What follows belongs to an exercise in optimizing a design on an open flow for small area, a short achievable clock period and few clock cycles per item; a production flow would make more cautious choices. Where RTL was checked, it was by simulation tests only, not by an equivalence proof against the original. Power and IR drop assume default switching activity.

// binary_division
module binary_division #(
    parameter   INTEGER_SIZE = 16,
                FRACT_SIZE = 16
) (
    input   wire                                            clk, rst, start_div,
    input   wire signed[INTEGER_SIZE+FRACT_SIZE-1:0]        dividend, divisor,
    output  reg  signed[INTEGER_SIZE+FRACT_SIZE-1:0]        Q_output,
    output  reg                                             end_div
);
Settings: LEC_CHECK=0, ABC_CLOCK_PERIOD_IN_PS=2500, CAP_MARGIN=20, CORE_MARGIN=2, CORE_UTILIZATION=60, SETUP_SLACK_MARGIN=3.0, SLEW_MARGIN=20; clock period 6.0 ns.
standard.sh (not shown) runs the stock make flow with config.mk's settings and CLKGATE_MAP_FILE= SYNTH_SCRIPT=/design/flow/synth_recipe.tcl, a recipe that flattens the netlist after the stock synthesis.
==> flow/flow/run.sh <==
#!/bin/bash
# The standard ORFS layout, with one change: the port buffers that
# global placement adds use the smallest buffer cell (buf_1) instead of the
# resizer's default pick. Every port still gets its own buffer.
set -euo pipefail
export BUFFER_PORTS_ARGS="-buffer_cell sky130_fd_sc_hd__buf_1"
bash standard.sh finish > standard_flow.log 2>&1
The baseline passed the timing, DRC and antenna checks.
Testbench counts at the start, summed over its fixed seeds: cycles 46,113, items 1,600.
Edit:
Settings changed: ABC_CLOCK_PERIOD_IN_PS 2500 to not set, TNS_END_PERCENT set to 20.
Sequential share of layout area barely changes.
Non-clock buffer count grows by 2.
Die area does not change.
Critical path depth came out lower by 4.
Wire length rose by 0.94%.
Cell area climbs by about 0.3%.
Maximum frequency grows by 0.61%.
Global-route usage stays flat.
Edit:
Settings changed: CTS_BUF_LIST set to sky130_fd_sc_hd__clkbuf_4 sky130_fd_sc_hd__clkbuf_8, TNS_END_PERCENT 20 to not set.
Sequential cell count does not change.
Cell count came out higher by about 0.5%.
Fmax hardly moves.
Edit:
Settings changed: CTS_BUF_LIST sky130_fd_sc_hd__clkbuf_4 sky130_fd_sc_hd__clkbuf_8 to not set, SETUP_SLACK_MARGIN 3.0 to 2.5.
After rerunning: The changed run ran to the end with no violations. Utilization fell by 1.8 points. Clock-buffer cell count is unchanged. Via count goes down by 0.91%. Design area came out lower by 2.6%. Non-clock buffer count shrinks by 15.
Edit:
Settings changed: CORE_UTILIZATION 60 to 50, CTS_BUF_LIST set to sky130_fd_sc_hd__clkbuf_4 sky130_fd_sc_hd__clkbuf_8, SETUP_SLACK_MARGIN 2.5 to 3.0.
Register-to-register slack gains 0.28 ns.
Setup slack gains 0.32 ns.
Design area climbs by 2.0%.
Clock skew climbs by 0.0079 ns.
Global-route usage drops by 3.7 points.
Total power climbs by 1.1%.
Via count drops by 0.92%.
Worst hold slack barely changes.
Die area climbs by 19%.

---

== run A ==
binary_division, a different RTL version from the one above (not shown whole).
For scale: roughly 840 cells after synthesis, ~110 flip-flops, about 100 I/O pins, about 7400 sq um of cells after synthesis.
clock: 6.0 ns
lec_check: 0
cap_margin: 20
core_margin: 2
core_utilization: 40
setup_slack_margin: 4.0
slew_margin: 20
run.sh (not shown) runs the stock make flow with config.mk's settings and CLKGATE_MAP_FILE= SYNTH_SCRIPT=/design/flow/synth_recipe.tcl, a recipe that flattens the netlist after the stock synthesis.
Stock flow here: none of the scripts above is used.
The following lists how run B was set up differently from run A:
- SETUP_SLACK_MARGIN removed (was 4.0)
### Flow results
Run B: PASS, flow complete, no timing, DRC or antenna violations
Global-route usage over all layers down 5.4 points in run B wrt run A
Routed wire length ends up lower on run B.
For multi-input combinational cell count, run A and run B come out practically identical.
Input-level comparison between run C and run B:
- an added SETUP_SLACK_MARGIN of 3.5
==> results.txt <==
Run C finished end to end and its layout was clean on timing, DRC and antenna. In run C relative to run B, cell area after layout had gone up by more than 10%. [run C vs run B] final cycle utilization of the critical path: lower in run C. Synthesized cell area delta (run C -> run B): insignificant. Summary — cell count, run C relative to run B: higher, by 103. Minimum clock period on run C is ahead of run B. Between run B and run C, the number of logic stages on the critical path including buffering is lower for run B. Relative to run B, met2 layer usage reported by global route has increased by 5.8 points in run C. [compare] base=run B new=run C: fraction of area in registers lost 4.3 points; final worst-path setup slack picked up an extra 1060 ps.
Input-level comparison between run D and run C:
- changing SETUP_SLACK_MARGIN from 3.5 to 3.0
Results
Run C -> run D: die area delta 0, exact match
Against run C, run D comes in 0.36 points lower on final worst-path cycle share.
Cmp run D vs run C: count of buffering cells on the critical path with inverters included lower in run D
Comparing run D and run C, via count is lower on run D.
Run C -> run D: effective utilization at floorplan flat
Compared with run C, in run D number of vias per cell after detailed routing now sits lower, setup slack after layout now sits higher, maximum single-stage delay on the critical path now sits higher, final cell count now sits lower.
No run of this note included a check of the RTL's function; only the layout flow was run.

---

== the baseline ==
binary_division, a different RTL version from the one above (not shown whole).
Size: ~110 flip-flops, about 100 I/O pins.
clock: 6.0 ns
lec_check: 0
cap_margin: 20
core_margin: 2
core_utilization: 40
setup_slack_margin: 3.0
slew_margin: 20
standard.sh (not shown) runs the stock make flow with config.mk's settings and CLKGATE_MAP_FILE= SYNTH_SCRIPT=/design/flow/synth_recipe.tcl, a recipe that flattens the netlist after the stock synthesis.
Scripts as last shown in full above: flow/flow/run.sh
The baseline finished all stages; the layout is clean.
Testbench counts of the baseline, summed over its fixed seeds: cycles 46,113, items 1,600.
The following lists how the candidate was set up differently from the baseline:
==> flow/run.sh (new file) <==
#!/bin/bash
# synth_recipe.tcl (not shown) runs the flow's synth.tcl, then flattens the netlist and writes it again
# the make line also repeats each setting of config.mk as NAME=value (left out here)
make -C /OpenROAD-flow-scripts/flow DESIGN_CONFIG=/design/flow/config.mk WORK_HOME=/design/flow/orfs CLKGATE_MAP_FILE= SYNTH_SCRIPT=/design/flow/synth_recipe.tcl finish
removed: flow/flow/run.sh
removed: flow/standard.sh
==> results.txt <==
For wire length, the candidate and the baseline come out practically identical.
Overall power after layout, the baseline and the candidate: higher on the candidate
Logic gate share of total power (lower): the baseline

==> separate check: timing with driven ports <==
Ports are ideal in the flow. The routed layouts listed here were re-timed in OpenROAD.
Step 1 assumes that a clkbuf_16 drives the clock port and a buf_2 every other input.
Step 2 times the ports against the registers' clock, not the clock port: input delays grow and output delays shrink by t, the midpoint of the rising clock arrivals with the driver on.
Slacks: no drivers / after step 1 / after step 2; pairs: no drivers / after step 1.
run	t, ns	slack for setup (ns)	worst hold slack (ns)	worst slew at a driven data input, ns
the first run of note 1	0.398	3.006 / 3.006 / 2.761	0.498 / 0.498 / 0.498	0.04
the second run of note 1	0.398	3.024 / 3.024 / 2.775	0.500 / 0.500 / 0.500	0.04
the third run of note 1	0.419	3.017 / 3.017 / 2.803	0.500 / 0.500 / 0.500	0.04
the fourth run of note 1	0.393	2.679 / 2.702 / 2.309	0.494 / 0.494 / 0.494	0.04
the fifth run of note 1	0.433	3.000 / 3.000 / 2.615	0.494 / 0.494 / 0.494	0.04
run A	0.410	2.967 / 2.967 / 2.967	0.532 / 0.532 / 0.532	0.04
run B	0.404	1.866 / 1.866 / 1.866	0.524 / 0.524 / 0.524	0.05
run C	0.404	2.927 / 2.927 / 2.927	0.510 / 0.510 / 0.510	0.04
run D	0.404	2.948 / 2.948 / 2.948	0.516 / 0.516 / 0.516	0.04
the baseline	0.411	2.871 / 2.871 / 2.798	0.507 / 0.507 / 0.507	0.05
the candidate	0.397	2.799 / 2.799 / 2.684	0.513 / 0.513 / 0.513	0.04
After both steps every run listed still meets setup and hold. The setup slack of the fifth run of note 1, which loses most, moves by 0.000 ns with the drivers and by -0.385 ns with both steps.
